What follows belongs to an exercise in optimizing a design on an open flow for small area; a production flow would make more cautious choices. In this exercise RTL edits were held to simulation tests only and were not proved equivalent to the original. No activity file was given, so power comes from the tool's default toggle rates.

## flow/run.sh

```bash
#!/bin/bash
set -euo pipefail
export CTS_ARGS="-sink_clustering_enable -repair_clock_nets -dont_use_dummy_load -buf_list sky130_fd_sc_hd__clkbuf_16 -sink_clustering_size 40 -sink_clustering_max_diameter 60"
bash standard.sh > standard.log 2>&1
```

## standard.sh

```bash
#!/bin/bash
# synth_recipe.tcl (not shown) runs the flow's synth.tcl, then flattens the netlist and writes it again
# the make line also repeats each setting of config.mk as NAME=value (left out here)
make -C /OpenROAD-flow-scripts/flow DESIGN_CONFIG=/design/flow/config.mk WORK_HOME=/design/flow/orfs CLKGATE_MAP_FILE= SYNTH_SCRIPT=/design/flow/synth_recipe.tcl "${@:-finish}"
```

## config.mk

```make
export PLATFORM = sky130hd
export DESIGN_NAME = top
export DESIGN_NICKNAME = top
export VERILOG_FILES = /design/flow/design.v
export SDC_FILE = /design/flow/constraint.sdc
export NUM_CORES = 4
export LEC_CHECK = 0
export CAP_MARGIN = 20
export CORE_MARGIN = 2
export CORE_UTILIZATION = 40
export CTS_BUF_LIST = sky130_fd_sc_hd__clkbuf_8
export CTS_CLUSTER_DIAMETER = 60
export CTS_CLUSTER_SIZE = 20
export SLEW_MARGIN = 20
```

## constraint.sdc

```tcl
create_clock -name core_clock -period 20.0 [get_ports {clk}]
set_input_delay 4.0000 -clock core_clock [delete_from_list [all_inputs] [get_ports {clk}]]
set_output_delay 4.0000 -clock core_clock [all_outputs]
set_load 0.01 [all_outputs]
```

## design.v

```verilog
module top (
  input  logic clk,   
  input  logic reset_n_in,
  input  logic midi_in,
  output logic note_cv_p,
  output logic note_cv_n
);
  logic [3:0] rc;       
  logic       rn;       
  wire        rc_full = rc[3] & rc[1];
  always_ff @(posedge clk) begin
    if (~reset_n_in)
      rc <= 4'd0;
    else if (~rc_full)
      rc <= rc + 4'd1;
    rn   <= rc_full;
  end
  logic [4:0] rxb;
  always_ff @(posedge clk)
    rxb <= {rxb[3:0], midi_in};
  wire rxs = rxb[4];
  logic [9:0] t;        
  logic [4:0] b;        
  wire idle   = b[4] & b[2];
  wire tmatch = (t == 10'b0100011001);
  wire eor    = b[4] & b[1] & b[0];                                
  wire b18    = b[4] & b[1] & ~b[0];                               
  always_ff @(posedge clk) begin
    if (idle | tmatch)
      t <= 10'd0;
    else
      t <= {t[8:0], ~(t[9] ^ t[6])};
  end
  always_ff @(posedge clk) begin
    if (~rn | eor)
      b <= 5'd20;
    else if (idle)
      b <= rxs ? 5'd20 : 5'd0;
    else if (tmatch)
      b <= b + 5'd1;
  end
  logic [7:0] sr;
  wire shift = tmatch & ~b[0] & ~b18;
  wire ok = rn & tmatch & b18 & rxs;    
  logic [1:0] kind, len;
  logic [6:0] n;
  wire is_data = ~sr[7];
  wire is_stat = sr[7] & ~&sr[6:4];
  wire [1:0] kind_new = {~|sr[6:5], ~|sr[6:5] ? sr[4] : (sr[6] & ~sr[5])};
  wire [1:0] maxl = (kind == 2'b01) ? 2'd1 : 2'd2;
  wire [1:0] nlen = is_stat ? 2'd0 : is_data ? ((len == maxl) ? 2'd1 : len + 2'd1) : len;
  wire ev    = kind[1] & (nlen == maxl);
  wire is_on = kind[0] & (|sr[6:0]);
  always_ff @(posedge clk) begin
    if (~rn) begin
      kind <= 2'b00;
      len  <= 2'd0;
    end
    else if (ok) begin
      if (is_stat)
        kind <= kind_new;
      len <= nlen;
    end
  end
  always_ff @(posedge clk)
    if (ok & kind[1] & (nlen == 2'd1))
      n <= sr[6:0];
  logic [3:0]  ph;                  
  logic [15:0][10:0] ring;          
  logic [4:0]  k;                   
  wire [6:0] hn = ring[15][10:4];
  wire [3:0] hd = ring[15][3:0];
  wire kz   = (k == 5'd0);
  wire k1   = (k == 5'd1);
  wire full = k[4];
  wire act  = (hd != 4'hf) | full;
  wire neq  = (hn == n);
  wire nmatch = act & neq;
  wire newest = act & (hd == 4'd0);
  wire second = act & (hd == 4'd1);
  localparam logic [2:0] S_IDLE = 3'd0, S_ARM = 3'd1, S_F = 3'd2, S_R1 = 3'd3,
                         S_R2 = 3'd4, S_WT = 3'd5, S_P1 = 3'd6, S_P2 = 3'd7;
  logic [2:0] st;
  logic [3:0] tm;
  logic       op;                   
  logic       hit;                  
  wire  [3:0] a1 = sr[3:0];         
  wire  [3:0] a2 = sr[7:4];
  logic [6:0] o2;                   
  wire        held = hit;           
  wire  [3:0] q = a2;
  wire ph15 = &ph;
  wire tend = &tm;
  wire held_p1 = nmatch | (held & (ph != 4'd0));
  wire go   = op ? (~held_p1 & ~full) : held_p1;
  wire adv = (st == S_IDLE) ? (ok & ev) :
             (st == S_ARM)  ? eor :
             ((st == S_F) | (st == S_R1) | (st == S_R2)) ? tend : ph15;
  always_ff @(posedge clk) begin
    if (~rn | (adv & (st == S_P1) & ~go))
      st <= S_IDLE;
    else if (adv)
      st <= st + 3'd1;
  end
  always_ff @(posedge clk) begin
    if (st == S_ARM)
      tm <= 4'd0;
    else if (tend & ((st == S_F) | (st == S_R1)))
      tm <= ~((st == S_F) ? a1 : a2);
    else
      tm <= tm + 4'd1;
  end
  wire p2     = (st == S_P2);
  wire ins_w  = p2 & op & ~act & ~held;
  wire del_c  = p2 & ~op & nmatch;
  wire del_d  = p2 & ~op & act & (hd > q);
  wire inc    = p2 & op & act;
  always_ff @(posedge clk) begin
    if (ok)
      op <= is_on;
    if (second | (newest & k1))
      o2 <= hn;
    if (st == S_P1)
      hit <= held_p1;
    else if (st == S_P2) begin
      if (ins_w)
        hit <= 1'b1;
    end
    else if (newest)
      hit <= neq;
  end
  always_ff @(posedge clk) begin
    if (st == S_IDLE) begin
      if (shift)
        sr <= {rxs, sr[7:1]};
    end
    else begin
      if (newest)
        sr[3:0] <= ph;
      if (st == S_P1) begin
        if (nmatch)
          sr[7:4] <= hd;
      end
      else if (st != S_P2) begin
        if (second | (newest & k1))
          sr[7:4] <= ph | {4{~second}};
      end
    end
  end
  logic [3:0] nd;
  always_comb begin
    if (ins_w)
      nd = 4'd0;
    else if (kz | del_c)
      nd = 4'hf;
    else if (inc)
      nd = hd + 4'd1;
    else if (del_d)
      nd = hd - 4'd1;
    else
      nd = hd;
  end
  always_ff @(posedge clk) begin
    ph <= ph + 4'd1;
    ring <= {ring[14:0], {ins_w ? n : hn, nd}};
  end
  always_ff @(posedge clk) begin
    if (~rn)
      k <= 5'd0;
    else if (ins_w)
      k <= k + 5'd1;
    else if (p2 & ~op & ph15)
      k <= k - 5'd1;
  end
  wire fire = ((st == S_F) & (tm == 4'd6) & op & ~full) | ((st == S_R2) & tend & ~op & hit & ~kz);
  wire [6:0] src = (st == S_F) ? n : o2;
  wire ge60 = src[6] | (&src[5:2]);
  logic [5:0] w;
  always_ff @(posedge clk) begin
    if (~rn)
      w <= 6'd0;
    else if (fire)
      w <= {src[5:3] | {3{ge60}}, src[2] & ~ge60, src[1:0] | {2{ge60}}};
  end
  logic [5:0] dc;
  wire        dm  = (dc == 6'b001001);
  wire        den = (dc == 6'd0);
  always_ff @(posedge clk) begin
    if (~rn | dm)
      dc <= 6'd0;
    else
      dc <= {dc[4:0], ~(dc[5] ^ dc[4])};
  end
  logic [5:0] dse;
  wire  [6:0] add = {1'b0, w} + {1'b0, dse};
  always_ff @(posedge clk) begin
    if (~rn)
      dse <= 6'd0;
    else if (den)
      dse <= add[5:0];
    note_cv_p <= add[6];
  end
  assign note_cv_n = ~note_cv_p;
endmodule
```

==> results of run 1 <==
==> final cells by class <==
cell class                 instances  area, um2
clock buffer                      15        375
sequential                       264       5530
timing repair buffer               4       40.0
tap                              265        332
multi-input combinational        360       2360
inverter                          27        101
fill                            1816      10900
==> power by group <==
group / internal, uW / total, uW / switching, uW
Clock: 134 / 287 / 153
Combinational: 1.30 / 2.02 / 0.717
Sequential: 533 / 534 / 0.680
Total: 669 / 823 / 154
==> how the worst max path moves through the flow <==
stage | endpoint | cells after the start | startpoint
after floorplan | note_cv_n | 1 | note_cv_p
after global placement | note_cv_n | 2 | note_cv_p
after detailed placement | note_cv_n | 2 | note_cv_p
after CTS | note_cv_n | 2 | note_cv_p
after global routing | note_cv_n | 2 | note_cv_p
final | note_cv_n | 2 | note_cv_p
==> kinds of logic after synthesis <==
logic type,share of synthesized area
and+or+nand+nor,0.130
DFF,0.687
adders and majority gates,0.0492
xor gates and xnor gates,0.0262
muxes,0.00374
buffers and inverters,0.0191
AOI/OAI and AO/OA,0.0847
==> synthesized netlist by cell type (6+ instances only) <==
cell	n	area, um2
dfxtp_1	240	4800
nand2_1	72	270
nor2_1	33	124
ha_1	30	375
inv_1	26	97.6
edfxtp_1	24	721
a21oi_1	23	115
and2_1	19	119
o21ai_0	17	85.1
nand3_1	15	75.1
xnor2_1	15	131
clkbuf_1	13	48.8
nand4_1	12	75.1
xor2_1	9	78.8
nand2b_1	8	50.1
nor2b_1	8	50.1
a211oi_1	7	52.6
a31oi_1	7	43.8
or3_1	7	43.8
o31ai_1	6	45.0
==> registers in the layout, indices dropped and copies added, names as in the netlist, 6 cells and up <==
register / cells
ring: 176
dc: 6
dse: 6
n: 7
o2: 7
sr: 8
w: 6
t: 10
==> routing by layer <==
layer  routed length, um  GRT usage  vias up
met5                   0          0        -
met3                 438     0.0232       24
met1                6340      0.168     2206
met4                 296     0.0392        0
met2                5890      0.201       55
li1                    -          -     2282
==> through the flow <==
stage | power [uW] | std cells | util | worst slack, ns
after global placement | 548 | 920 | 0.427 | 15.14
after global routing | 854 | 935 | 0.446 | 14.61
after CTS | 834 | 935 | 0.446 | 14.64
final | 823 | 935 | 0.446 | 14.66
after floorplan | 547 | 665 | - | 15.56
after detailed placement | 548 | 920 | 0.427 | 15.15
==> impl_results.md, run 1 <==
- Die width: 146 um
- 1st-pass router iterations: 4
- Cells after synthesis: 665
- Pleak: around 0.0033 uW
- Syn-to-layout area delta: 8.64%
- Final setup viols: 0
- Placed cell area: 8360 um2
- EDFF count, synth: 24
- Hold slack: 0.268 ns
- Post-layout min period: 5.34 ns
- IO buf count: 4
- Status: timing/DRC/antenna clean
- R2r setup slk: roughly 17 ns
- Clock Path Buffers: 3
- DR vias: 4567
- Worst Hold Depth: 0
- Primary FF master, synth: dfxtp_1
- CTS tree: built
- Vias in the first global route: 4446
- Post-Synthesis Cell Area: 8040 um2
- Clock latency (worst-skew pair): about 0.50 ns
- CP arrival: 1.34 ns
- Class of the worst hold path: reg -> reg
- Reg2reg start: rn
- DRT antenna net count: 0
- Worst Skew: 0.0531 ns
- Hold EP: ring[20]
- Hold-fix buffers at CTS: 0
- Worst setup EP type: output pin
- Slowest cell on the critical path: clkdlybuf4s50_1
- Largest net degree at the start of global routing: 39
- Die H: 146 um
- Core Box Area: between 15000 and 20000 um2
- # rows: 51
- Total die area: 21200 um2
- Relative slew slack: 0.418
- Final GP Congestion: 0.825
- Final nets: a little over 700
- Maximum clock rate: 187 MHz
- Highest ir drop seen on vdd: 0.0000562 V
- Yosys warning count: 1
- Syn_nets: 699
- GRT Overall Usage: 0.124
- Total gr overflow: 0
- Antenna violations before repair: 0
- Share of cells above drive strength 1: 0.0358
- Final instance area: 8730 um2
- Clock sinks: 264
- Post-synth ARST share: 0
- CP bufs+invs: 2
- Initial core utilization: 0.410
- Drt drc: 0
- CP cell instances: inv_1 > clkdlybuf4s50_1
- RSZ-0062 raised after global routing: no
- Post-CTS Resized: 0
- DP HPWL: between 8 and 9 mm
- Cts bufs inserted: 15
- Mean Syn Cell Area: 12.1 um2
- Hold path startpoint: ring[9]
- PwrDens: 94.3 nW/um2
- Reg-to-reg endpoint: n[2]
- Period utilization: 0.267
- Vias per cell: 4.88
- Sum of negative setup slack: 0 ns
- CP delay by family, top: buffers and inverters
- CP peak stage delay: 0.52 ns
- Crit path kind: reg -> out
- Clock Pin Slew Worst Setup and Hold Paths: 0.12 ns
- Most frequent cells in the layout: 240 x dfxtp_1, 72 x nand2_1, 33 x nor2_1
- Worst-Margin Slew: 0.870 ns
- First-pass GRT wire length: 22.0 mm
- Count of state elements after synthesis: roughly 260
- Max-slew violation count: 0
- # Post-CTS Setup Buffers: 0
- Routed wire length: 13.0 mm
- I/O Pins: 5
- Avg WL per Cell: 13.9 um
- Critical Path RT: around 16 ns
- CP startpoint kind: flop
- Initial DRC count: 167
- Worst R2R Path Depth: 4
- Sequential area share after synthesis: 0.687
- Clock root buffer master: clkbuf_16
- Antenna cells: 0
- Critical path peak fanout: 2
- Htree depth: 1
- Commonest non-fill, non-tap cell in the layout: dfxtp_1
- Max-cap violations: 0
- Hold Vio Cnt, Final: 0
- Post-synthesis cell type count: 60
==> run 2: changes to the inputs <==
==> flow/run.sh (replaced) <==
#!/bin/bash
set -euo pipefail
export CTS_ARGS="-sink_clustering_enable -repair_clock_nets -dont_use_dummy_load -buf_list sky130_fd_sc_hd__clkbuf_8 -sink_clustering_size 22 -sink_clustering_max_diameter 50"
bash standard.sh > standard.log 2>&1
==> run 2 against run 1 <==
Compared with the run above:
- still clean on timing, DRC and antenna
- non-clock buffer count unchanged
- worst hold slack better by 0.033 ns
- clock skew up 0.0032 ns
- sequential power about the same
- setup slack worse by 0.094 ns
- largest power group unchanged
- critical path depth unchanged
- clock-buffer cell count up 7
==> impl_results.md, run 2 <==
- Max-slew violation count: 0
- Htree depth: 1
- DP HPWL: 8.94 mm
- Final nets: 713
- PwrDens: 90.6 nW/um2
- DR vias: 4611
- Hold Vio Cnt, Final: 0
- Pleak: ~0.0033 uW
- Most frequent cells in the layout: 240 x dfxtp_1, 72 x nand2_1, 33 x nor2_1
- CP startpoint kind: flop
- Syn-to-layout area delta: 7.74%
- Hold-fix buffers at CTS: 0
- Top-area cell type share of the netlist area: 0.598
- Clock sinks: around 260
- # Post-CTS Setup Buffers: 0
- # rows: 51
- RSZ-0062 raised after global routing: no
- Worst-Margin Slew: roughly 0.9 ns
- Post-layout min period: 5.44 ns
- Initial core utilization: 0.410
- Top flop regs: ring x176, t x10, sr x8
- Primary FF master, synth: dfxtp_1
- Reg with most FFs: ring
- Relative slew slack: 0.393
- Reg2reg start: rn
- Crit path kind: reg -> out
- First-pass GRT wire length: 22.1 mm
- Post-layout util: 0.442
- Clock Path Buffers: 3
- Most numerous cell in the Yosys netlist: dfxtp_1
- Total die area: ~21000 um2
- Count of state elements after synthesis: 264
- Cts bufs inserted: 22
- Syn_nets: 699
- Reg-to-reg endpoint: n[5]
- Clock latency (worst-skew pair): 0.55 ns
- Post-Synthesis Cell Area: 8040 um2
- Commonest non-fill, non-tap cell in the layout: dfxtp_1
- DRT antenna net count: 0
- Highest ir drop seen on vdd: 0.0000548 V
- EDFF count, synth: 24
- Total gr overflow: 0
- Core Box Area: 19600 um2
- Routed wire length: 13.0 mm
- Vias in the first global route: 4500
- Hold EP: ring[112]
- Sequential area share after synthesis: 0.687
- Largest cells by area after synthesis: dfxtp_1 60%, edfxtp_1 9.0%, ha_1 4.7%
- Hold path startpoint: ring[101]
- Class of the worst hold path: reg -> reg
- Worst setup EP type: output pin
- Post-synth ARST share: 0
- IO buf count: 4
- Worst Hold Depth: 0
- Initial DRC count: 186
- Drt drc: 0
- Largest register FFs: 176
- Share of cells above drive strength 1: 0.0458
- Post-CTS Resized: 0
- Maximum clock rate: 184 MHz
- Critical Path RT: 16.00 ns
- Antenna violations before repair: 0
- Most frequent cells after synthesis: 240 x dfxtp_1, 72 x nand2_1, 33 x nor2_1
- Avg WL per Cell: 13.8 um
- Max-cap violations: 0
- Final setup viols: 0
- Clock Pin Slew Worst Setup and Hold Paths: 0.11 ns
- 1st-pass router iterations: 5
- Yosys warning count: 1
- I/O Pins: 5
- Largest net degree at the start of global routing: 23
- R2r setup slk: 17.36 ns
- Worst R2R Path Depth: 4
- Mean Syn Cell Area: ~12 um2
- Vias per cell: 4.89
- Status: timing/DRC/antenna clean
- Clock root buffer master: clkbuf_8
- Period utilization: 0.272
- Cells after synthesis: 665
- Critical path peak fanout: 2
- Sum of negative setup slack: 0 ns
- CTS tree: built
- Fill count: 1828
- Post-synthesis cell type count: 60
- Die width: 146 um
- Worst Skew: 0.0563 ns
- CP arrival: 1.44 ns
- Die H: 146 um
- Antenna cells: 0
- GRT Overall Usage: 0.124
- Yosys top cell by area: dfxtp_1
- Final GP Congestion: 0.825
[run 2: cell types whose count changed in the layout (fill, tap and decap cells not counted), sizes merged]
cell / before / now
clkbuf: 15 / 22
[run 2: cells by family after synthesis]
group           Yosys count  synth area share
compound gates          100            0.0847
simple gates            202             0.130
flops                   264             0.687
xor+xnor                 24            0.0262
buf+inv                  41            0.0191
mux                       3           0.00374
fa+ha+maj                31            0.0492
[run 2: power breakdown]
group	internal, uW	leakage (uW)	switching [uW]
clock	98.5	0.000158	151
combinational	1.30	0.00100	0.720
sequential	533	0.00214	0.676
total	633	0.00330	152
[run 2: stage by stage]
step | setup slack (ns) | area [um2] | total power, uW | std cells | hold WS (ns)
3_3_place_gp | 15.14 | 8360 | 548 | 920 | 0.310
2_1_floorplan | 15.56 | 8040 | 547 | 665 | 0.310
6_report | 14.56 | 8660 | 785 | 942 | 0.302
5_1_grt | 14.50 | 8660 | 817 | 942 | 0.307
4_1_cts | 14.52 | 8660 | 797 | 942 | 0.299
3_5_place_dp | 15.15 | 8360 | 548 | 920 | 0.312
[run 2: layout make-up]
class,instances,area [um2],area share
Inverter,27,101,0.0117
Timing Repair Buffer,4,40.0,0.00462
Sequential cell,264,5530,0.638
Multi-Input combinational cell,360,2360,0.272
Clock buffer,22,303,0.0350
Tap cell,265,332,0.0383
[run 2: how the worst max path moves through the flow]
stage	start	to	slack [ns]	depth (start not counted)
finish	note_cv_p	note_cv_n	14.56	2
detailed placement	note_cv_p	note_cv_n	15.15	2
global placement	note_cv_p	note_cv_n	15.14	2
global route	note_cv_p	note_cv_n	14.50	2
floorplan	note_cv_p	note_cv_n	15.56	1
CTS	note_cv_p	note_cv_n	14.52	2
[run 2: layer usage]
| layer | up-vias | GRT usage | wire [um] |
|---|---|---|---|
| met2 | 75 | 0.200 | 5910 |
| li1 | 2293 | - | - |
| met5 | - | 0 | 0 |
| met4 | 0 | 0.0397 | 313 |
| met3 | 25 | 0.0263 | 550 |
| met1 | 2218 | 0.168 | 6240 |
[run 2: worst max-delay path, stage by stage, from the launching register on]
cell,delay (ns)
dfxtp_1,0.32
inv_1,0.04
clkdlybuf4s50_1,0.52
==> run 3: changes to the inputs <==
==> flow/run.sh (replaced) <==
#!/bin/bash
set -euo pipefail
export CTS_ARGS="-sink_clustering_enable -repair_clock_nets -dont_use_dummy_load -buf_list sky130_fd_sc_hd__clkbuf_8 -sink_clustering_size 21 -sink_clustering_max_diameter 70"
bash standard.sh > standard.log 2>&1
==> run 3 against run 2 <==
Compared with the run above:
- still clean
- setup slack improved by 0.067 ns
- sequential share of layout area grew 0.51 points
- routed wire length is 0.71% lower
- critical endpoint unchanged
- largest cell class unchanged
- largest power group unchanged
==> impl_results.md, run 3 <==
- 1st-pass router iterations: 5
- Worst R2R Path Depth: 4
- Initial DRC count: 206
- Highest ir drop seen on vdd: 0.0000435 V
- Routed wire length: ~13 mm
- Max-cap violations: 0
- Count of state elements after synthesis: 264
- CP startpoint kind: flop
- Clock sinks: around 260
- Post-Synthesis Cell Area: about 8000 um2
- Largest register FFs: approximately 180
- Most numerous cell in the Yosys netlist: dfxtp_1
- Period utilization: 0.268
- Hold Vio Cnt, Final: 0
- Clock Path Buffers: 3
- Primary FF master, synth: dfxtp_1
- Final GP Congestion: roughly 0.82
- Share of cells above drive strength 1: 0.0387
- Total Power: between 700 and 800 uW
- Max-slew violation count: 0
- # Post-CTS Setup Buffers: 0
- Post-CTS Resized: 0
- Clock Pin Slew Worst Setup and Hold Paths: around 0.12 ns
- Sequential area share after synthesis: 0.687
- Most frequent cells after synthesis: 240 x dfxtp_1, 72 x nand2_1, 33 x nor2_1
- Total die area: between 20000 and 25000 um2
- Clock root buffer master: clkbuf_8
- First-pass GRT wire length: 22.0 mm
- Worst Skew: 0.0274 ns
- Drt drc: 0
- Maximum clock rate: between 150 and 200 MHz
- Post-synth ARST share: 0
- Most frequent cells in the layout: 240 x dfxtp_1, 72 x nand2_1, 33 x nor2_1
- R2r setup slk: approximately 17 ns
- Cts bufs inserted: 17
- EDFF count, synth: 24
- Htree depth: 1
- Critical path peak fanout: 2
- Post-layout min period: 5.37 ns
- Hold path startpoint: rxb[1]
- Class of the worst hold path: reg -> reg
- Final setup viols: 0
- PwrDens: 88.3 nW/um2
- RSZ-0062 raised after global routing: no
- Worst setup EP type: output pin
- Antenna cells: 0
- Die H: ~150 um
- Final Non-Filler Cells: 937
- DP HPWL: 8.94 mm
- Core Box Area: around 20000 um2
- Clock latency (worst-skew pair): around 0.5 ns
- CP peak stage delay: 0.52 ns
- Total gr overflow: 0
- Status: timing/DRC/antenna clean
- Final nets: 708
- Die width: 146 um
- Pleak: 0.00327 uW
- Reg2reg start: rn
- Largest net degree at the start of global routing: 22
- DR vias: roughly 4600
- CP bufs+invs: 2
- Cells after synthesis: 665
- Vias in the first global route: 4465
- Hold-fix buffers at CTS: 0
- Slowest cell on the critical path: clkdlybuf4s50_1
- Vias per cell: between 4 and 5
- # rows: 51
- Worst Hold Depth: 0
- GRT Overall Usage: 0.124
- Initial core utilization: 0.410
- Avg WL per Cell: 13.8 um
- Commonest non-fill, non-tap cell in the layout: dfxtp_1
- Reg with most FFs: ring
- Top flop regs: ring x176, t x10, sr x8
- CP cell instances: inv_1 > clkdlybuf4s50_1
- Worst-Margin Slew: 0.890 ns
- CP arrival: 1.37 ns
- Hold EP: rxb[2]
- Mean Syn Cell Area: 12.1 um2
- DRT antenna net count: 0
- Crit path kind: reg -> out
- Sum of negative setup slack: 0 ns
- Post-synthesis cell type count: 60
- CTS tree: built
- Top-area cell type share of the netlist area: 0.598
- Largest cells by area after synthesis: dfxtp_1 60%, edfxtp_1 9.0%, ha_1 4.7%
- Relative slew slack: 0.404
- Yosys warning count: 1
- IO buf count: 4
- Antenna violations before repair: 0
- Placed Cells: 920
- Reg-to-reg endpoint: n[2]
- Syn_nets: around 700
- I/O Pins: 5
- CP delay by family, top: buffers and inverters
- Critical Path RT: around 16 ns
- Yosys top cell by area: dfxtp_1
- Syn-to-layout area delta: 6.88%
[run 3: stage by stage]
stage / worst slack [ns] / hold WS [ns] / cell area (um2) / util
finish: 14.63 / 0.305 / 8590 / 0.439
global route: 14.58 / 0.306 / 8590 / 0.439
CTS: 14.60 / 0.301 / 8590 / 0.439
detailed placement: 15.15 / 0.312 / 8360 / 0.427
global placement: 15.14 / 0.310 / 8360 / 0.427
floorplan: 15.56 / 0.310 / 8040 / -
[run 3: final cells by class]
class,instances,area (um2)
Inverter,27,101
Multi-Input combinational cell,360,2360
Fill cell,1830,11000
Timing Repair Buffer,4,40.0
Clock buffer,17,234
Tap cell,265,332
Sequential cell,264,5530
[run 3: cell families (layout without fill, tap and decap cells)]
| family | Yosys count | count (layout) | synth area share |
|---|---|---|---|
| DFF | 264 | 264 | 0.687 |
| AOI/OAI and AO/OA | 100 | 100 | 0.0847 |
| muxes | 3 | 3 | 0.00374 |
| adders and majority gates | 31 | 31 | 0.0492 |
| buffers and inverters | 41 | 48 | 0.0191 |
| xor gates and xnor gates | 24 | 24 | 0.0262 |
| and+or+nand+nor | 202 | 202 | 0.130 |
[run 3: how the worst max path moves through the flow]
stage,cells after the start,end,slack (ns),start
final,2,note_cv_n,14.63,note_cv_p
after global routing,2,note_cv_n,14.58,note_cv_p
after CTS,2,note_cv_n,14.60,note_cv_p
after detailed placement,2,note_cv_n,15.15,note_cv_p
after global placement,2,note_cv_n,15.14,note_cv_p
after floorplan,1,note_cv_n,15.56,note_cv_p
[run 3: report_power, final]
group	leakage, uW	switching (uW)	internal (uW)	total, uW
Sequential	0.00214	0.675	533	534
Clock	0.000122	145	77.3	223
Combinational	0.00100	0.733	1.30	2.04
Total	0.00327	147	612	759
[run 3: worst register-to-register path, delay by kind of cell (launching register included)]
kind | cells | cell delay (ns)
flip-flops | 1 | 0.75
AND/OR/NAND/NOR | 3 | 0.95
AO/OA/AOI/OAI | 1 | 0.58
[run 3: layer usage]
metal,part of all wire,global-route usage,vias up,routed length [um]
met5,0,0,-,0
met4,0.022,0.0382,0,283
met3,0.035,0.0241,24,458
met2,0.46,0.201,62,5940
met1,0.48,0.168,2196,6230
li1,-,-,2283,-
==> run 4: changes to the inputs <==
==> flow/run.sh (replaced) <==
#!/bin/bash
set -euo pipefail
export CTS_ARGS="-sink_clustering_enable -repair_clock_nets -dont_use_dummy_load -buf_list sky130_fd_sc_hd__clkbuf_8 -sink_clustering_size 20 -sink_clustering_max_diameter 80"
bash standard.sh > standard.log 2>&1
==> run 4 against run 3 <==
Compared with the run above:
- still clean on timing, DRC and antenna
- via count increased by 0.18%
- sequential power about the same
- synthesized cell count unchanged
- global-route usage about the same
- sequential share of layout area unchanged
- critical path type unchanged
- critical endpoint unchanged
- largest power group unchanged
==> impl_results.md, run 4 <==
- Status: timing/DRC/antenna clean
- RSZ-0062 raised after global routing: no
- Maximum clock rate: 185 MHz
- Largest family of logic cells by synthesized area: simple AND/OR/NAND/NOR gates
- Final Non-Filler Cells: ~940
- Vias in the first global route: about 4500
- Cells after synthesis: 665
- DP HPWL: between 8 and 9 mm
- First-pass GRT wire length: 22.0 mm
- EDFF count, synth: 24
- CTS tree: built
- Fill count: 1834
- Routed wire length: 13.0 mm
- 1st-pass router iterations: 5
- DR vias: 4573
- Sum of negative setup slack: 0 ns
- Top flop regs: ring x176, t x10, sr x8
- CP delay by family, top: buffers and inverters
- Sequential area share after synthesis: 0.687
- Adder and majority cell fraction of the synthesized area: 0.0492
- Antenna cells: 0
- Cts bufs inserted: 17
- Initial DRC count: 176
- Largest register FFs: around 180
- Placed Cells: ~900
- Worst-Margin Slew: 0.899 ns
- Core Box Area: around 20000 um2
- Clock latency (worst-skew pair): 0.51 ns
- Hold Vio Cnt, Final: 0
- Drt drc: 0
- IO buf count: 4
- Post-Synthesis Cell Area: around 8000 um2
- Reg with most FFs: ring
- Max-cap violations: 0
- Most frequent cells in the layout: 240 x dfxtp_1, 72 x nand2_1, 33 x nor2_1
- Vias per cell: 4.88
- Syn_nets: 699
- I/O Pins: 5
- Total die area: between 20000 and 25000 um2
- CP cell instances: inv_1 > clkdlybuf4s50_1
- Final nets: 708
- Antenna violations before repair: 0
- Yosys top cell by area: dfxtp_1
- Crit path kind: reg -> out
- Worst Skew: 0.0602 ns
- CP arrival: 1.41 ns
- Final GP Congestion: 0.825
- PwrDens: 88.3 nW/um2
- Most numerous cell in the Yosys netlist: dfxtp_1
- Clock sinks: 264
- Yosys warning count: 1
- # Post-CTS Setup Buffers: 0
- Initial core utilization: 0.410
- Max-slew violation count: 0
- DRT antenna net count: 0
- Primary FF master, synth: dfxtp_1
- Count of state elements after synthesis: 264
- Post-CTS Resized: 0
- Critical path peak fanout: 2
- CP bufs+invs: 2
- Avg WL per Cell: 13.9 um
- GRT Overall Usage: 0.124
- Pleak: around 0.0033 uW
- Total Power: 758 uW
- Clock Pin Slew Worst Setup and Hold Paths: 0.12 ns
- Clock Path Buffers: 3
- CP peak stage delay: 0.52 ns
- Class of the worst hold path: reg -> reg
- Mux cell area share after synthesis: 0.00374
- Clock root buffer master: clkbuf_8
- Slowest cell on the critical path: clkdlybuf4s50_1
- CP startpoint kind: flop
- Syn-to-layout area delta: 6.88%
- Post-synth ARST share: 0
- Top-area cell type share of the netlist area: 0.598
- Period utilization: 0.271
- Post-synthesis cell type count: 60
- Critical Path RT: 16.00 ns
- Post-Synth Simple-Gate Area: 0.130
- Die width: ~150 um
- Die H: between 100 and 150 um
- Compound-gate portion of the synthesized area: 0.0847
- Xor/xnor cell area share of the yosys netlist: 0.0262
- Total gr overflow: 0
- # rows: between 50 and 60
- Hold-fix buffers at CTS: 0
- Htree depth: 1
- Post-layout min period: 5.41 ns
- Mean Syn Cell Area: 12.1 um2
- Highest ir drop seen on vdd: 0.0000417 V
- Final setup viols: 0
- Commonest non-fill, non-tap cell in the layout: dfxtp_1
- Worst setup EP type: output pin
- Largest cells by area after synthesis: dfxtp_1 60%, edfxtp_1 9.0%, ha_1 4.7%
- Largest net degree at the start of global routing: 21
- Most frequent cells after synthesis: 240 x dfxtp_1, 72 x nand2_1, 33 x nor2_1
- Hold slack: ~0.28 ns
- Share of cells above drive strength 1: 0.0387
- Relative slew slack: 0.392
-- run 4: cell counts after synthesis --
Identical to the previous run, type by type.
-- run 4: worst register-to-register path, stage by stage (launching register included) --
cell     delay, ns
dfxtp_1       0.74
nand4_1       0.26
nor4_4        0.58
nand2_1       0.13
a21oi_1       0.56
-- run 4: cell families (layout without fill, tap and decap cells) --
family,count (synthesis),count (layout)
compound gates,100,100
xor+xnor,24,24
fa+ha+maj,31,31
buf+inv,41,48
flops,264,264
mux,3,3
simple gates,202,202
-- run 4: final cells by class --
cell class | instances | area [um2] | share of cell area
repair buffers | 4 | 40.0 | 0.00466
inverters | 27 | 101 | 0.0118
clock buffers | 17 | 234 | 0.0272
flip-flops and latches | 264 | 5530 | 0.643
multi-input cells | 360 | 2360 | 0.275
well taps | 265 | 332 | 0.0386
-- run 4: power breakdown --
part / switching, uW / total [uW] / internal (uW) / leakage [uW]
Combinational: 0.723 / 2.03 / 1.30 / 0.00100
Clock: 145 / 223 / 77.3 / 0.000122
Sequential: 0.675 / 534 / 533 / 0.00214
-- run 4: path summary, 6_finish.rpt --
| kind | startpoint | slack (ns) | to | depth (start not counted) |
|---|---|---|---|---|
| setup / recovery | note_cv_p | 14.59 | note_cv_n | 2 |
| hold / removal | ring[102] | 0.28 | ring[113] | 0 |
| setup reg to reg | rn | 17.39 | n[3] | 4 |
| hold reg to reg | ring[102] | 0.28 | ring[113] | 0 |
-- run 4: routing by layer --
metal / up-vias / routed length (um) / GRT usage
met2: 58 / 5990 / 0.203
met1: 2220 / 6300 / 0.166
met3: 15 / 464 / 0.0248
li1: 2280 / - / -
met4: 0 / 237 / 0.0387
met5: - / 0 / 0
-- run 4: through the flow --
| stage | instance area, um2 | utilization | worst slack [ns] |
|---|---|---|---|
| after floorplan | 8040 | - | 15.56 |
| after global placement | 8360 | 0.427 | 15.14 |
| after detailed placement | 8360 | 0.427 | 15.15 |
| after CTS | 8590 | 0.439 | 14.55 |
| after global routing | 8590 | 0.439 | 14.53 |
| final | 8590 | 0.439 | 14.59 |
==> run 5: changes to the inputs <==
==> flow/run.sh (replaced) <==
#!/bin/bash
set -euo pipefail
export CTS_ARGS="-sink_clustering_enable -repair_clock_nets -dont_use_dummy_load -buf_list sky130_fd_sc_hd__clkbuf_8 -sink_clustering_size 20 -sink_clustering_max_diameter 60"
bash standard.sh > standard.log 2>&1
==> run 5 against run 4 <==
Compared with the run above:
- power rose by 0.81%
- cell area rose by 0.16%
- register-to-register slack got worse by 0.05 ns
- critical path depth did not move
- critical endpoint unchanged
==> impl_results.md, run 5 <==
- Status: timing/DRC/antenna clean
- Initial DRC count: 166
- Hold path startpoint: ring[146]
- Final setup viols: 0
- Die H: 146 um
- Maximum clock rate: approximately 190 MHz
- Yosys top cell by area: dfxtp_1
- IO buf count: 4
- Max-slew violation count: 0
- Crit path kind: reg -> out
- # Post-CTS Setup Buffers: 0
- DR vias: 4600
- Top-area cell type share of the netlist area: 0.598
- Antenna violations before repair: 0
- Hold Vio Cnt, Final: 0
- Reg-to-reg endpoint: n[0]
- Initial core utilization: 0.410
- CP arrival: 1.40 ns
- Largest cells by area after synthesis: dfxtp_1 60%, edfxtp_1 9.0%, ha_1 4.7%
- Cts bufs inserted: 18
- Post-Synthesis Cell Area: 8040 um2
- Period utilization: 0.270
- Core Box Area: between 15000 and 20000 um2
- Worst Hold Depth: 0
- Htree depth: 1
- Critical path peak fanout: 2
- Vias per cell: 4.90
- Top flop regs: ring x176, t x10, sr x8
- Antenna cells: 0
- Reg2reg start: rn
- Commonest non-fill, non-tap cell in the layout: dfxtp_1
- Critical Path RT: 16.00 ns
- Drt drc: 0
- Syn-to-layout area delta: 7.05%
- Worst-Margin Slew: 0.905 ns
- Clock Pin Slew Worst Setup and Hold Paths: 0.11 ns
- Routed wire length: 13.0 mm
- Mean Syn Cell Area: roughly 12 um2
- Clock sinks: 264
- GRT Overall Usage: 0.125
- Fill count: 1835
- First-pass GRT wire length: 22.1 mm
- Most frequent cells in the layout: 240 x dfxtp_1, 72 x nand2_1, 33 x nor2_1
- CP startpoint kind: flop
- Largest net degree at the start of global routing: 21
- Relative slew slack: 0.394
- EDFF count, synth: 24
- I/O Pins: 5
- Sum of negative setup slack: 0 ns
- DP HPWL: 8.94 mm
- Class of the worst hold path: reg -> reg
- CTS tree: built
- Post-CTS Resized: 0
- Post-synthesis cell type count: 60
- Primary FF master, synth: dfxtp_1
- Highest ir drop seen on vdd: 0.0000444 V
- Most numerous cell in the Yosys netlist: dfxtp_1
- Yosys warning count: 1
- R2r setup slk: 17.34 ns
- Worst Skew: 0.0364 ns
- PwrDens: just under 90 nW/um2
- Vias in the first global route: 4493
- Avg WL per Cell: roughly 14 um
- Hold slack: 0.291 ns
- Clock Path Buffers: 3
- Clock root buffer master: clkbuf_8
- DRT antenna net count: 0
- Syn_nets: 699
- RSZ-0062 raised after global routing: no
- Reg with most FFs: ring
- Pleak: between 0.003 and 0.004 uW
- Final GP Congestion: between 0.8 and 0.9
- Total die area: 21200 um2
- Share of cells above drive strength 1: 0.0401
- Post-synth ARST share: 0
- Total gr overflow: 0
- Die width: 146 um
- Worst setup EP type: output pin
- Post-layout min period: 5.40 ns
- 1st-pass router iterations: 5
- # rows: 51
- Cells after synthesis: 665
- Sequential area share after synthesis: 0.687
- Clock latency (worst-skew pair): 0.52 ns
- Hold-fix buffers at CTS: 0
- Hold EP: ring[157]
- Largest register FFs: 176
- Worst R2R Path Depth: 4
- Count of state elements after synthesis: 264
- Max-cap violations: 0
- Most frequent cells after synthesis: 240 x dfxtp_1, 72 x nand2_1, 33 x nor2_1
- Final nets: 709
==> run 5: cell counts after synthesis <==
No cell type changed its count.
==> run 5: how the worst max path moves through the flow <==
stage / startpoint / endpoint / slack (ns) / depth (start not counted)
floorplan: note_cv_p / note_cv_n / 15.56 / 1
global placement: note_cv_p / note_cv_n / 15.14 / 2
detailed placement: note_cv_p / note_cv_n / 15.15 / 2
CTS: note_cv_p / note_cv_n / 14.57 / 2
global route: note_cv_p / note_cv_n / 14.54 / 2
finish: note_cv_p / note_cv_n / 14.60 / 2
==> run 5: cells by family (layout without fill, tap and decap cells) <==
group / after synthesis / after routing / share of synthesized area
flops: 264 / 264 / 0.687
simple gates: 202 / 202 / 0.130
compound gates: 100 / 100 / 0.0847
buf+inv: 41 / 49 / 0.0191
fa+ha+maj: 31 / 31 / 0.0492
xor+xnor: 24 / 24 / 0.0262
mux: 3 / 3 / 0.00374
==> run 5: layer usage <==
layer | routed length, um | track usage | vias up
li1 | - | - | 2284
met1 | 6280 | 0.170 | 2220
met2 | 5900 | 0.202 | 67
met3 | 487 | 0.0241 | 29
met4 | 363 | 0.0392 | 0
met5 | 0 | 0 | -
==> run 5: critical path: stages, from the launching register on <==
cell and delay, ns:
dfxtp_1 0.33, inv_1 0.04, clkdlybuf4s50_1 0.52
==> run 5: cell type report <==
type / count / area (um2) / share of cell area
Clock buffer: 18 / 248 / 0.0288
Tap cell: 265 / 332 / 0.0385
Inverter: 27 / 101 / 0.0118
Timing Repair Buffer: 4 / 40.0 / 0.00465
Multi-Input combinational cell: 360 / 2360 / 0.274
Sequential cell: 264 / 5530 / 0.642
==> run 5: where the power goes <==
part / total [uW] / internal (uW) / switching (uW)
Clock: 229 / 81.6 / 147
Combinational: 2.02 / 1.30 / 0.713
Sequential: 534 / 533 / 0.676
==> run 5: stage by stage <==
step / cells / power [uW] / util / setup slack, ns / area [um2]
floorplan: 665 / 547 / - / 15.56 / 8040
global placement: 920 / 548 / 0.427 / 15.14 / 8360
detailed placement: 920 / 548 / 0.427 / 15.15 / 8360
CTS: 938 / 776 / 0.439 / 14.57 / 8600
global route: 938 / 798 / 0.439 / 14.54 / 8600
finish: 938 / 765 / 0.439 / 14.60 / 8600
==> run 6: changes to the inputs <==
--- a/design.v
+++ b/design.v
@@ -65,39 +65,40 @@
   always_ff @(posedge clk)
     if (ok & kind[1] & (nlen == 2'd1))
       n <= sr[6:0];
-  logic [3:0]  ph;                  
+  logic [3:0]  ph;
   logic [15:0][10:0] ring;          
-  logic [4:0]  k;                   
+  logic        full;                
+  logic        empty;               
   wire [6:0] hn = ring[15][10:4];
   wire [3:0] hd = ring[15][3:0];
-  wire kz   = (k == 5'd0);
-  wire k1   = (k == 5'd1);
-  wire full = k[4];
-  wire act  = (hd != 4'hf) | full;
-  wire neq  = (hn == n);
+  wire act    = (hd != 4'hf) | full;
+  wire neq    = (hn == n);
   wire nmatch = act & neq;
-  wire newest = act & (hd == 4'd0);
   wire second = act & (hd == 4'd1);
+  wire age14  = act & (hd == 4'd14);
   localparam logic [2:0] S_IDLE = 3'd0, S_ARM = 3'd1, S_F = 3'd2, S_R1 = 3'd3,
-                         S_R2 = 3'd4, S_WT = 3'd5, S_P1 = 3'd6, S_P2 = 3'd7;
+                         S_R2 = 3'd4, S_WT = 3'd5, S_P2 = 3'd6;
   logic [2:0] st;
   logic [3:0] tm;
   logic       op;                   
-  logic       hit;                  
-  wire  [3:0] a1 = sr[3:0];         
+  logic       held;                 
+  logic       nw;                   
+  logic       s2;                   
+  logic       s14;                  
+  logic [6:0] o2;                   
+  wire  [3:0] a1 = sr[3:0];
+  wire  [3:0] q  = sr[3:0];
   wire  [3:0] a2 = sr[7:4];
-  logic [6:0] o2;                   
-  wire        held = hit;           
-  wire  [3:0] q = a2;
-  wire ph15 = &ph;
-  wire tend = &tm;
-  wire held_p1 = nmatch | (held & (ph != 4'd0));
-  wire go   = op ? (~held_p1 & ~full) : held_p1;
+  wire ph15  = &ph;
+  wire tend  = &tm;
+  wire first = (st == S_ARM);
+  wire scan  = first | ((st == S_F) & ~tend);
+  wire go    = op ? (~held & ~full) : held;
   wire adv = (st == S_IDLE) ? (ok & ev) :
              (st == S_ARM)  ? eor :
              ((st == S_F) | (st == S_R1) | (st == S_R2)) ? tend : ph15;
   always_ff @(posedge clk) begin
-    if (~rn | (adv & (st == S_P1) & ~go))
+    if (~rn | (adv & ((st == S_P2) | ((st == S_WT) & ~go))))
       st <= S_IDLE;
     else if (adv)
       st <= st + 3'd1;
@@ -106,52 +107,56 @@
     if (st == S_ARM)
       tm <= 4'd0;
     else if (tend & ((st == S_F) | (st == S_R1)))
-      tm <= ~((st == S_F) ? a1 : a2);
+      tm <= (st == S_F) ? ~a1 : (~a2 & {4{s2}});    
     else
       tm <= tm + 4'd1;
   end
   wire p2     = (st == S_P2);
   wire ins_w  = p2 & op & ~act & ~held;
   wire del_c  = p2 & ~op & nmatch;
-  wire del_d  = p2 & ~op & act & (hd > q);
+  wire del_d  = p2 & ~op & act & (nw ? (hd != 4'd0) : (hd > q));
   wire inc    = p2 & op & act;
   always_ff @(posedge clk) begin
     if (ok)
       op <= is_on;
-    if (second | (newest & k1))
-      o2 <= hn;
-    if (st == S_P1)
-      hit <= held_p1;
-    else if (st == S_P2) begin
-      if (ins_w)
-        hit <= 1'b1;
-    end
-    else if (newest)
-      hit <= neq;
+    if (scan) begin
+      held <= nmatch | (held & ~first);
+      nw   <= (nmatch & (hd == 4'd0)) | (nw & ~first);
+      s2   <= second | (s2 & ~first);
+      s14  <= age14 | (s14 & ~first);
+      if (second)
+        o2 <= hn;
+    end
+    else if (ins_w)
+      held <= 1'b1;
   end
   always_ff @(posedge clk) begin
     if (st == S_IDLE) begin
       if (shift)
         sr <= {rxs, sr[7:1]};
     end
-    else begin
-      if (newest)
-        sr[3:0] <= ph;
-      if (st == S_P1) begin
-        if (nmatch)
-          sr[7:4] <= hd;
-      end
-      else if (st != S_P2) begin
-        if (second | (newest & k1))
-          sr[7:4] <= ph | {4{~second}};
-      end
+    else if (scan) begin
+      if (nmatch)
+        sr[3:0] <= (hd == 4'd0) ? ph : hd;
+      if (second)
+        sr[7:4] <= ph;
+    end
+  end
+  always_ff @(posedge clk) begin
+    if (~rn) begin
+      full  <= 1'b0;
+      empty <= 1'b1;
+    end
+    else if (p2 & ph15) begin
+      full  <= op & s14;
+      empty <= ~op & ~s2;
     end
   end
   logic [3:0] nd;
   always_comb begin
     if (ins_w)
       nd = 4'd0;
-    else if (kz | del_c)
+    else if (empty | del_c)
       nd = 4'hf;
     else if (inc)
       nd = hd + 4'd1;
@@ -164,16 +169,8 @@
     ph <= ph + 4'd1;
     ring <= {ring[14:0], {ins_w ? n : hn, nd}};
   end
-  always_ff @(posedge clk) begin
-    if (~rn)
-      k <= 5'd0;
-    else if (ins_w)
-      k <= k + 5'd1;
-    else if (p2 & ~op & ph15)
-      k <= k - 5'd1;
-  end
-  wire fire = ((st == S_F) & (tm == 4'd6) & op & ~full) | ((st == S_R2) & tend & ~op & hit & ~kz);
-  wire [6:0] src = (st == S_F) ? n : o2;
+  wire fire = ((st == S_F) & (tm == 4'd6) & op & ~full) | ((st == S_R2) & tend & ~op & nw);
+  wire [6:0] src = ((st == S_F) | ~s2) ? n : o2;    
   wire ge60 = src[6] | (&src[5:2]);
   logic [5:0] w;
   always_ff @(posedge clk) begin
==> run 6 against run 5 <==
Compared with the run above:
- register-to-register slack lost 0.31 ns
- critical path type unchanged
- critical endpoint unchanged
- clock power hardly changed
- fmax down 0.19%
- power up 0.50%
- largest cell class unchanged
- highest routed layer unchanged
- still clean
==> impl_results.md, run 6 <==
- Status: timing/DRC/antenna clean
- I/O Pins: 5
- Post-Synthesis Cell Area: ~7900 um2
- Final GP Congestion: 0.832
- Syn-to-layout area delta: 7.26%
- Avg WL per Cell: ~14 um
- Cells after synthesis: 625
- Drt drc: 0
- Pleak: 0.00332 uW
- Largest register FFs: 176
- Worst Skew: 0.0463 ns
- Max-cap violations: 0
- 1st-pass router iterations: 4
- Fill count: 1811
- Count of state elements after synthesis: approximately 260
- Top-area cell type share of the netlist area: 0.601
- Post-synthesis cell type count: 55
- Sw power: 147 uW
- Final setup viols: 0
- Hold path startpoint: ring[90]
- CP arrival: around 1.4 ns
- Cts bufs inserted: 19
- Htree depth: 1
- Primary FF master, synth: dfxtp_1
- Final instance area: 8470 um2
- CP startpoint kind: flop
- Most frequent cells after synthesis: 237 x dfxtp_1, 47 x nand2_1, 27 x edfxtp_1, 27 x inv_1, 27 x o21ai_0
- DP HPWL: 8.06 mm
- Highest ir drop seen on vdd: 0.0000476 V
- Post-layout util: 0.437
- R2r setup slk: 17.03 ns
- Vias in the first global route: 4217
- IO buf count: 4
- Initial DRC count: around 280
- Antenna violations before repair: 0
- Placed cell area: 8210 um2
- DR vias: 4191
- PwrDens: 90.7 nW/um2
- RSZ-0062 raised after global routing: no
- Largest cells by area after synthesis: dfxtp_1 60%, edfxtp_1 10%, ha_1 4.0%
- Routed wire length: 12.2 mm
- Die width: between 100 and 150 um
- Relative slew slack: 0.290
- Sequential area share after synthesis: 0.704
- # rows: 51
- Commonest non-fill, non-tap cell in the layout: dfxtp_1
- Worst-Margin Slew: 1.06 ns
- Die H: 144 um
- Yosys top cell by area: dfxtp_1
- CTS tree: built
- Worst R2R Path Depth: 5
- EDFF count, synth: 27
- Clock Pin Slew Worst Setup and Hold Paths: 0.11 ns
- Vias per cell: around 4.7
- Internal Power: 621 uW
- Most frequent cells in the layout: 237 x dfxtp_1, 47 x nand2_1, 27 x inv_1, 27 x o21ai_0, 27 x edfxtp_1
- Hold-fix buffers at CTS: 0
- Clock Path Buffers: 3
- Hold Vio Cnt, Final: 0
- Yosys warning count: 1
- Clock latency (worst-skew pair): 0.50 ns
- Post-synth ARST share: 0
- Most numerous cell in the Yosys netlist: dfxtp_1
- Top flop regs: ring x176, t x10, sr x8
- Max-slew violation count: 0
- Reg2reg start: t[5]
- Total die area: about 21000 um2
- Total gr overflow: 0
- Clock root buffer master: clkbuf_8
- Post-layout min period: 5.41 ns
- Mean Syn Cell Area: roughly 13 um2
- Class of the worst hold path: reg -> reg
- Critical path peak fanout: 2
- Worst setup EP type: output pin
- Maximum clock rate: 185 MHz
- First-pass GRT wire length: between 20 and 25 mm
- Worst Hold Depth: 0
- Antenna cells: 0
- Sum of negative setup slack: 0 ns
- Reg with most FFs: ring
- Period utilization: 0.270
- Largest net degree at the start of global routing: 32
- Syn_nets: about 650
- # Post-CTS Setup Buffers: 0
- Crit path kind: reg -> out
- Share of cells above drive strength 1: 0.0505
- Core Box Area: between 15000 and 20000 um2
- Reg-to-reg endpoint: n[2]
- Initial core utilization: 0.407
- Clock network power share: 0.302
- Hold EP: ring[101]
- Final nets: between 600 and 700
- DRT antenna net count: 0
- Critical Path RT: 16.00 ns
- Post-CTS Resized: 0
- Switch share: 0.192
- Comb pwr share: 0.003
- Clock sinks: 264
- GRT Overall Usage: 0.123
- Seq pwr share: 0.696
run 6: changes by cell type after synthesis, sizes merged, moves of 6 or more:
| cell | delta |
|---|---|
| o31ai | -6 |
| o21ai | +13 |
| xor2 | +6 |
| nand4 | -6 |
| and3 | +6 |
| mux2 | +7 |
| nand2 | -25 |
| nor2 | -12 |
| nor2b | +8 |
| mux2i | +11 |
| xnor2 | -7 |
run 6: worst max path at each step:
stage,start,slack (ns),depth (start not counted),end
CTS,note_cv_p,14.55,2,note_cv_n
detailed placement,note_cv_p,15.15,2,note_cv_n
finish,note_cv_p,14.59,2,note_cv_n
global placement,note_cv_p,15.14,2,note_cv_n
floorplan,note_cv_p,15.56,1,note_cv_n
global route,note_cv_p,14.49,2,note_cv_n
run 6: power groups by stage:
stage / clock, uW / combinational [uW] / sequential, uW
after detailed placement: 0 / 2.03 / 547
after global placement: 0 / 1.80 / 547
after CTS: 244 / 2.04 / 535
after floorplan: 0 / 1.30 / 547
final: 232 / 1.99 / 535
after global routing: 264 / 2.22 / 535
run 6: through the flow:
step	cells	power, uW	hold WS [ns]	setup slack, ns
finish	899	768	0.277	14.59
CTS	899	781	0.275	14.55
global route	899	801	0.266	14.49
floorplan	625	548	0.310	15.56
detailed placement	880	549	0.312	15.15
global placement	880	548	0.312	15.14
run 6: final cells by class:
cell class	count	area, um2	area share
repair buffers	5	47.5	0.00561
multi-input cells	319	2170	0.256
inverters	27	101	0.0120
clock buffers	19	262	0.0309
well taps	265	332	0.0392
flip-flops and latches	264	5560	0.656
run 6: kinds of logic after synthesis:
| family | share of synthesized area |
|---|---|
| fa+ha+maj | 0.0422 |
| buf+inv | 0.0214 |
| mux | 0.0277 |
| compound gates | 0.0727 |
| flops | 0.704 |
| simple gates | 0.107 |
| xor+xnor | 0.0255 |
run 6: metal layers:
metal / up-vias / GRT usage / routed length, um
li1: 2128 / - / -
met1: 1976 / 0.166 / 6000
met2: 60 / 0.194 / 5360
met3: 27 / 0.0265 / 452
met4: 0 / 0.0480 / 352
met5: - / 0 / 0
run 6: worst max-delay path, cell delays in order, from the launching register on:
cell,delay [ns]
dfxtp_1,0.32
inv_1,0.05
clkdlybuf4s50_1,0.52
==> run 7: changes to the inputs <==
--- a/design.v
+++ b/design.v
@@ -15,10 +15,11 @@
       rc <= rc + 4'd1;
     rn   <= rc_full;
   end
-  logic [4:0] rxb;
+  wire rn_u = reset_n_in & rc[3] & (rc[1] | rc[0]);    
+  logic [2:0] rxb;
   always_ff @(posedge clk)
-    rxb <= {rxb[3:0], midi_in};
-  wire rxs = rxb[4];
+    rxb <= {rxb[1:0], midi_in};
+  wire rxs = rxb[2];
   logic [9:0] t;        
   logic [4:0] b;        
   wire idle   = b[4] & b[2];
@@ -32,7 +33,7 @@
       t <= {t[8:0], ~(t[9] ^ t[6])};
   end
   always_ff @(posedge clk) begin
-    if (~rn | eor)
+    if (~rn_u | eor)
       b <= 5'd20;
     else if (idle)
       b <= rxs ? 5'd20 : 5'd0;
@@ -41,7 +42,7 @@
   end
   logic [7:0] sr;
   wire shift = tmatch & ~b[0] & ~b18;
-  wire ok = rn & tmatch & b18 & rxs;    
+  wire ok = rn_u & tmatch & b18 & rxs;    
   logic [1:0] kind, len;
   logic [6:0] n;
   wire is_data = ~sr[7];
@@ -91,12 +92,10 @@
   wire  [3:0] a2 = sr[7:4];
   wire ph15  = &ph;
   wire tend  = &tm;
-  wire first = (st == S_ARM);
-  wire scan  = first | ((st == S_F) & ~tend);
+  wire scan  = (st == S_ARM) | ((st == S_F) & ~tend);
   wire go    = op ? (~held & ~full) : held;
   wire adv = (st == S_IDLE) ? (ok & ev) :
-             (st == S_ARM)  ? eor :
-             ((st == S_F) | (st == S_R1) | (st == S_R2)) ? tend : ph15;
+             ((st == S_ARM) | (st == S_F) | (st == S_R1) | (st == S_R2)) ? tend : ph15;
   always_ff @(posedge clk) begin
     if (~rn | (adv & ((st == S_P2) | ((st == S_WT) & ~go))))
       st <= S_IDLE;
@@ -104,8 +103,8 @@
       st <= st + 3'd1;
   end
   always_ff @(posedge clk) begin
-    if (st == S_ARM)
-      tm <= 4'd0;
+    if (st == S_IDLE)
+      tm <= 4'd13;
     else if (tend & ((st == S_F) | (st == S_R1)))
       tm <= (st == S_F) ? ~a1 : (~a2 & {4{s2}});    
     else
@@ -119,11 +118,17 @@
   always_ff @(posedge clk) begin
     if (ok)
       op <= is_on;
-    if (scan) begin
-      held <= nmatch | (held & ~first);
-      nw   <= (nmatch & (hd == 4'd0)) | (nw & ~first);
-      s2   <= second | (s2 & ~first);
-      s14  <= age14 | (s14 & ~first);
+    if (st == S_IDLE) begin
+      held <= 1'b0;
+      nw   <= 1'b0;
+      s2   <= 1'b0;
+      s14  <= 1'b0;
+    end
+    else if (scan) begin
+      held <= held | nmatch;
+      nw   <= nw | (nmatch & (hd == 4'd0));
+      s2   <= s2 | second;
+      s14  <= s14 | age14;
       if (second)
         o2 <= hn;
     end
@@ -149,7 +154,7 @@
     end
     else if (p2 & ph15) begin
       full  <= op & s14;
-      empty <= ~op & ~s2;
+      empty <= 1'b0;      
     end
   end
   logic [3:0] nd;
==> run 7 against run 6 <==
Compared with the run above:
- still clean on timing, DRC and antenna
- cell area shrank 0.71%
- clock-buffer cell count shrank 1
- power shrank 1.5%
- routed wire length shrank 1.7%
- core utilization shrank 0.17 points
- die area shrank 0.77%
- critical path depth grew 3
- setup slack lost 0.36 ns
- non-clock buffer count is the same
- worst hold slack gained 0.033 ns
- register-to-register slack gained 0.43 ns
- sequential share of layout area shrank 0.48 points
==> impl_results.md, run 7 <==
- Status: timing/DRC/antenna clean
- Reg2reg start: ring[166]
- Die width: between 100 and 150 um
- Pleak: 0.00336 uW
- Most numerous cell in the Yosys netlist: dfxtp_1
- Most frequent cells after synthesis: 239 x dfxtp_1, 39 x nand2_1, 30 x nor2_1
- PwrDens: 90.1 nW/um2
- GRT Overall Usage: 0.121
- Period utilization: 0.289
- Die H: 144 um
- Mean Syn Cell Area: 12.7 um2
- Largest net degree at the start of global routing: 25
- Hold-fix buffers at CTS: 0
- CTS tree: built
- Clock latency (worst-skew pair): 0.52 ns
- Total gr overflow: 0
- Routed wire length: 12.0 mm
- Htree depth: 1
- CP Launch Point: reset_n_in
- Initial DRC count: 224
- Hold path startpoint: ring[63]
- CP startpoint kind: primary input
- Count of state elements after synthesis: 262
- DRT antenna net count: 0
- Largest cells by area after synthesis: dfxtp_1 61%, edfxtp_1 8.8%, ha_1 4.2%
- Placed cell area: 8160 um2
- First-pass GRT wire length: 20.1 mm
- DR vias: roughly 4200
- Vias per cell: 4.66
- Post-CTS Resized: 0
- RSZ-0062 raised after global routing: no
- Syn_nets: 649
- Share of cells above drive strength 1: 0.0701
- Most frequent cells in the layout: 239 x dfxtp_1, 39 x nand2_1, 30 x nor2_1
- Highest ir drop seen on vdd: 0.0000413 V
- # Post-CTS Setup Buffers: 0
- Post-synth ARST share: 0
- Final setup viols: 0
- Cts bufs inserted: 18
- Clock root buffer master: clkbuf_8
- Hold Vio Cnt, Final: 0
- Critical Path RT: roughly 20 ns
- EDFF count, synth: 23
- Avg WL per Cell: 13.4 um
- Initial core utilization: 0.405
- Sequential Area: 5480 um2
- Fill count: 1790
- Sequential area share after synthesis: 0.699
- Core Box Area: 19300 um2
- Top-area cell type share of the netlist area: 0.611
- Maximum clock rate: around 170 MHz
- CP arrival: 5.90 ns
- Worst setup EP type: flop
- Cells after synthesis: 619
- I/O Pins: 5
- Class of the worst hold path: reg -> reg
- Commonest non-fill, non-tap cell in the layout: dfxtp_1
- DP HPWL: about 8.0 mm
- Max-slew violation count: 0
- Post-synthesis cell type count: slightly below 60
- Relative slew slack: 0.370
- # rows: 51
- Final instance area: 8410 um2
- Syn-to-layout area delta: 7.35%
- Primary FF master, synth: dfxtp_1
- Clock Pin Slew Worst Setup and Hold Paths: 0.11 ns
- Max-cap violations: 0
- Post-Synthesis Cell Area: about 7800 um2
- Reg with most FFs: ring
- IO buf count: 4
- Crit path kind: in -> reg
- Critical path peak fanout: 7
- Post-layout min period: between 5 and 6 ns
- Antenna violations before repair: 0
- Hold slack: 0.310 ns
- Clock sinks: about 260
- Top flop regs: ring x176, t x10, sr x8
- Yosys top cell by area: dfxtp_1
- Largest register FFs: between 150 and 200
- Yosys warning count: 1
- Antenna cells: 0
- Final nets: 660
- Area of the multi-input gates: 2200 um2
- Sum of negative setup slack: 0 ns
- 1st-pass router iterations: 4
- Drt drc: 0
- Vias in the first global route: approximately 4100
- Worst Skew: 0.0361 ns
- Final GP Congestion: between 0.8 and 0.9
- Total die area: 20700 um2
- Clock Path Buffers: 3
- Worst-Margin Slew: 0.937 ns
## run 7: cell types whose count changed in the layout (fill, tap and decap cells not counted), moves of 4 or more
cell,delta
nor2_1,+9
and3_2,+8
nand2_1,-8
nand3_1,-8
and3_1,-7
a21oi_1,-5
nor2b_1,-5
edfxtp_1,-4
## run 7: cell type report
type,count,area share
inverters,27,0.0121
well taps,265,0.0394
repair buffers,5,0.00565
multi-input cells,316,0.262
clock buffers,18,0.0295
flip-flops and latches,262,0.651
## run 7: metal layers
metal	vias up	track usage	share of wire
met5	-	0	0
met4	0	0.0464	0.027
met3	24	0.0267	0.040
met2	49	0.195	0.45
met1	1994	0.160	0.48
li1	2092	-	-
## run 7: final timing paths
check / slack, ns / depth (start not counted) / end
setup reg to reg: 17.46 / 5 / ring[7]
setup / recovery: 14.23 / 5 / n[5]
hold / removal: 0.31 / 0 / ring[74]
hold reg to reg: 0.31 / 0 / ring[74]
## run 7: power breakdown
part | total (uW) | switching, uW | internal (uW)
Clock | 226 | 144 | 81.5
Combinational | 2.41 | 0.901 | 1.50
Sequential | 529 | 0.796 | 529
Total | 757 | 146 | 612
## run 7: critical path, cell delays in order
cell and delay, ns:
clkdlybuf4s50_1 0.52, nand3b_1 0.17, nor3_4 0.39, nand2_1 0.09, nor3_1 0.73
## run 7: logic make-up after synthesis
| logic type | Yosys count | share of synthesized area |
|---|---|---|
| flops | 262 | 0.699 |
| simple gates | 166 | 0.119 |
| compound gates | 80 | 0.0653 |
| buf+inv | 41 | 0.0198 |
| fa+ha+maj | 27 | 0.0441 |
| xor+xnor | 23 | 0.0257 |
| mux | 20 | 0.0268 |
## run 7: metrics by stage
stage                     cells  total power [uW]  setup WS (ns)  utilization
final                       893               757          14.23        0.435
after global routing        893               788          14.04        0.435
after CTS                   893               769          14.23        0.435
after detailed placement    875               544          13.67        0.422
after global placement      875               544          13.84        0.422
after floorplan             619               543          14.55            -
==> run 8: changes to the inputs <==
--- a/design.v
+++ b/design.v
@@ -43,28 +43,28 @@
   logic [7:0] sr;
   wire shift = tmatch & ~b[0] & ~b18;
   wire ok = rn_u & tmatch & b18 & rxs;    
-  logic [1:0] kind, len;
+  logic       on;
+  logic [1:0] len;
   logic [6:0] n;
   wire is_data = ~sr[7];
   wire is_stat = sr[7] & ~&sr[6:4];
-  wire [1:0] kind_new = {~|sr[6:5], ~|sr[6:5] ? sr[4] : (sr[6] & ~sr[5])};
-  wire [1:0] maxl = (kind == 2'b01) ? 2'd1 : 2'd2;
-  wire [1:0] nlen = is_stat ? 2'd0 : is_data ? ((len == maxl) ? 2'd1 : len + 2'd1) : len;
-  wire ev    = kind[1] & (nlen == maxl);
-  wire is_on = kind[0] & (|sr[6:0]);
-  always_ff @(posedge clk) begin
-    if (~rn) begin
-      kind <= 2'b00;
-      len  <= 2'd0;
-    end
+  wire is_note = ~sr[6] & ~sr[5];
+  wire other   = &len;
+  wire [1:0] nlen = is_stat ? {~is_note, ~is_note} :
+                    (is_data & ~other) ? ((len == 2'd2) ? 2'd1 : len + 2'd1) : len;
+  wire ev    = (nlen == 2'd2);
+  wire is_on = on & (|sr[6:0]);
+  always_ff @(posedge clk) begin
+    if (~rn)
+      len <= 2'd3;
     else if (ok) begin
       if (is_stat)
-        kind <= kind_new;
+        on <= sr[4];
       len <= nlen;
     end
   end
   always_ff @(posedge clk)
-    if (ok & kind[1] & (nlen == 2'd1))
+    if (ok & (nlen == 2'd1))
       n <= sr[6:0];
   logic [3:0]  ph;
   logic [15:0][10:0] ring;          
@@ -171,7 +171,7 @@
       nd = hd;
   end
   always_ff @(posedge clk) begin
-    ph <= ph + 4'd1;
+    ph <= rn ? ph + 4'd1 : 4'd0;
     ring <= {ring[14:0], {ins_w ? n : hn, nd}};
   end
   wire fire = ((st == S_F) & (tm == 4'd6) & op & ~full) | ((st == S_R2) & tend & ~op & nw);
==> flow/run.sh (replaced) <==
#!/bin/bash
set -euo pipefail
export CTS_ARGS="-sink_clustering_enable -repair_clock_nets -dont_use_dummy_load -buf_list sky130_fd_sc_hd__clkbuf_8 -sink_clustering_size 16 -sink_clustering_max_diameter 60"
bash standard.sh > standard.log 2>&1
==> run 8 against run 7 <==
Compared with the run above:
- largest power group unchanged
- core utilization increased by 0.073 points
- power increased by 0.67%
- critical path depth unchanged
- clock skew increased by 0.0013 ns
- via count increased by 1.4%
- highest routed layer unchanged
- area after synthesis decreased by 0.61%
- clock-buffer cell count increased by 2
- setup slack improved by 0.11 ns
==> impl_results.md, run 8 <==
- Final GP Congestion: between 0.8 and 0.9
- Drt drc: 0
- Worst-Margin Slew: approximately 1 ns
- GRT Overall Usage: 0.121
- Htree depth: 1
- Worst setup EP type: flop
- Sum of negative setup slack: 0 ns
- Maximum clock rate: ~180 MHz
- Clock sinks: 261
- Critical Path RT: between 20 and 25 ns
- Commonest non-fill, non-tap cell in the layout: dfxtp_1
- I/O Pins: 5
- Total gr overflow: 0
- Most frequent cells after synthesis: 237 x dfxtp_1, 38 x nand2_1, 36 x nor2_1
- Post-synthesis cell type count: 57
- Antenna cells: 0
- Cells after synthesis: 620
- Post-Synthesis Cell Area: 7780 um2
- Post-layout util: 0.436
- Status: timing/DRC/antenna clean
- DRT antenna net count: 0
- Post-CTS Resized: 0
- Initial core utilization: 0.404
- # Post-CTS Setup Buffers: 0
- Clock Path Buffers: 3
- Crit path kind: in -> reg
- Avg WL per Cell: 13.6 um
- Total die area: 20600 um2
- Die width: 144 um
- Initial DRC count: between 200 and 250
- Met1 global-route usage: 0.155
- CP arrival: around 5.8 ns
- Syn_nets: 650
- Cts bufs inserted: 20
- Primary FF master, synth: dfxtp_1
- Vias in the first global route: between 4000 and 5000
- Max-slew violation count: 0
- Final setup viols: 0
- Yosys warning count: 1
- RSZ-0062 raised after global routing: no
- Yosys top cell by area: dfxtp_1
- Most frequent cells in the layout: 237 x dfxtp_1, 38 x nand2_1, 36 x nor2_1
- M2 GR Usage: 0.196
- Reg2reg start: st[0]
- Placed Cells: between 800 and 900
- CP Launch Point: reset_n_in
- Routed wire length: 12.2 mm
- Relative slew slack: 0.328
- Top flop regs: ring x176, t x10, sr x8
- Met3 Track Usage GR: 0.0270
- Reg with most FFs: ring
- Critical path peak fanout: 7
- Clock Pin Slew Worst Setup and Hold Paths: roughly 0.090 ns
- Highest ir drop seen on vdd: ~0.000041 V
- GRT Max-Usage Layer: met2
- Share of cells above drive strength 1: 0.0824
- Final nets: 663
- Max-cap violations: 0
- Hold-fix buffers at CTS: 0
- IO buf count: 4
- First-pass GRT wire length: 20.0 mm
- DR vias: around 4200
- CP peak stage delay: 0.53 ns
- Hold path startpoint: ring[156]
- Top-area cell type share of the netlist area: 0.609
- Clock latency (worst-skew pair): 0.51 ns
- Post-layout min period: 5.66 ns
- CTS tree: built
- Slowest cell on the critical path: clkdlybuf4s50_1
- Pleak: 0.00333 uW
- DP HPWL: 8.40 mm
- CP cell instances: clkdlybuf4s50_1 > nand3b_1 > nor4_4 > nand3_1 > nor2_1
- Die H: 144 um
- CP startpoint kind: primary input
- Largest register FFs: 176
- Post-synth ARST share: 0
- Antenna violations before repair: 0
- Period utilization: 0.283
- Class of the worst hold path: reg -> reg
- Syn-to-layout area delta: 7.83%
- # rows: 51
- Final Non-Filler Cells: 896
- 1st-pass router iterations: 4
- Clock root buffer master: clkbuf_8
- Largest cells by area after synthesis: dfxtp_1 61%, edfxtp_1 9.3%, ha_1 4.2%
- Most numerous cell in the Yosys netlist: dfxtp_1
- Largest net degree at the start of global routing: 19
- Mean Syn Cell Area: 12.6 um2
- Hold Vio Cnt, Final: 0
- Worst Skew: 0.0374 ns
- Vias per cell: 4.71
- Sequential area share after synthesis: 0.702
- PwrDens: 90.8 nW/um2
- EDFF count, synth: 24
- Core Box Area: 19300 um2
- Count of state elements after synthesis: 261
## run 8: cell count changes after synthesis, moves of 4 or more
cell and change:
a21oi_1 +6, and2_1 -5, inv_1 +5, nand3_1 +8
nor2_1 +6, nor2b_1 -6, xnor2_1 +4, xor2_1 -6
## run 8: routing by layer
layer | part of all wire | up-vias
met5 | 0 | -
li1 | - | 2113
met3 | 0.042 | 25
met2 | 0.46 | 81
met1 | 0.47 | 2000
met4 | 0.031 | 0
## run 8: cell families after synthesis
logic type / after synthesis / share of synthesized area
muxes: 23 / 0.0313
DFF: 261 / 0.702
AOI/OAI and AO/OA: 85 / 0.0672
buffers and inverters: 47 / 0.0230
and+or+nand+nor: 156 / 0.108
xor gates and xnor gates: 21 / 0.0236
adders and majority gates: 27 / 0.0444
## run 8: worst paths after layout
| path | to | slack [ns] | cells after the start |
|---|---|---|---|
| max reg2reg | w[2] | 17.61 | 8 |
| min reg2reg | ring[167] | 0.30 | 0 |
| max | n[1] | 14.34 | 5 |
| min | ring[167] | 0.30 | 0 |
## run 8: final cells by class
| class | count | area (um2) |
|---|---|---|
| clock buffers | 20 | 275 |
| well taps | 265 | 332 |
| multi-input cells | 312 | 2150 |
| flip-flops and latches | 261 | 5470 |
| repair buffers | 6 | 55.1 |
| fillers | 1788 | 10900 |
| inverters | 32 | 120 |
## run 8: through the flow
| step | setup WS, ns | instance area [um2] | hold slack (ns) | total power (uW) |
|---|---|---|---|---|
| floorplan | 14.63 | 7780 | 0.310 | 541 |
| global placement | 13.86 | 8120 | 0.310 | 542 |
| detailed placement | 13.80 | 8120 | 0.312 | 542 |
| CTS | 14.37 | 8390 | 0.310 | 775 |
| global route | 14.18 | 8390 | 0.305 | 792 |
| finish | 14.34 | 8390 | 0.304 | 762 |
## run 8: power by group
group	internal [uW]	switching, uW
sequential	527	0.755
combinational	1.50	0.964
clock	90.1	142
total	618	144
## run 8: critical path, delay by kind of cell
kind	cells	cell delay, ns
buffers and inverters	1	0.53
AND/OR/NAND/NOR	4	1.28
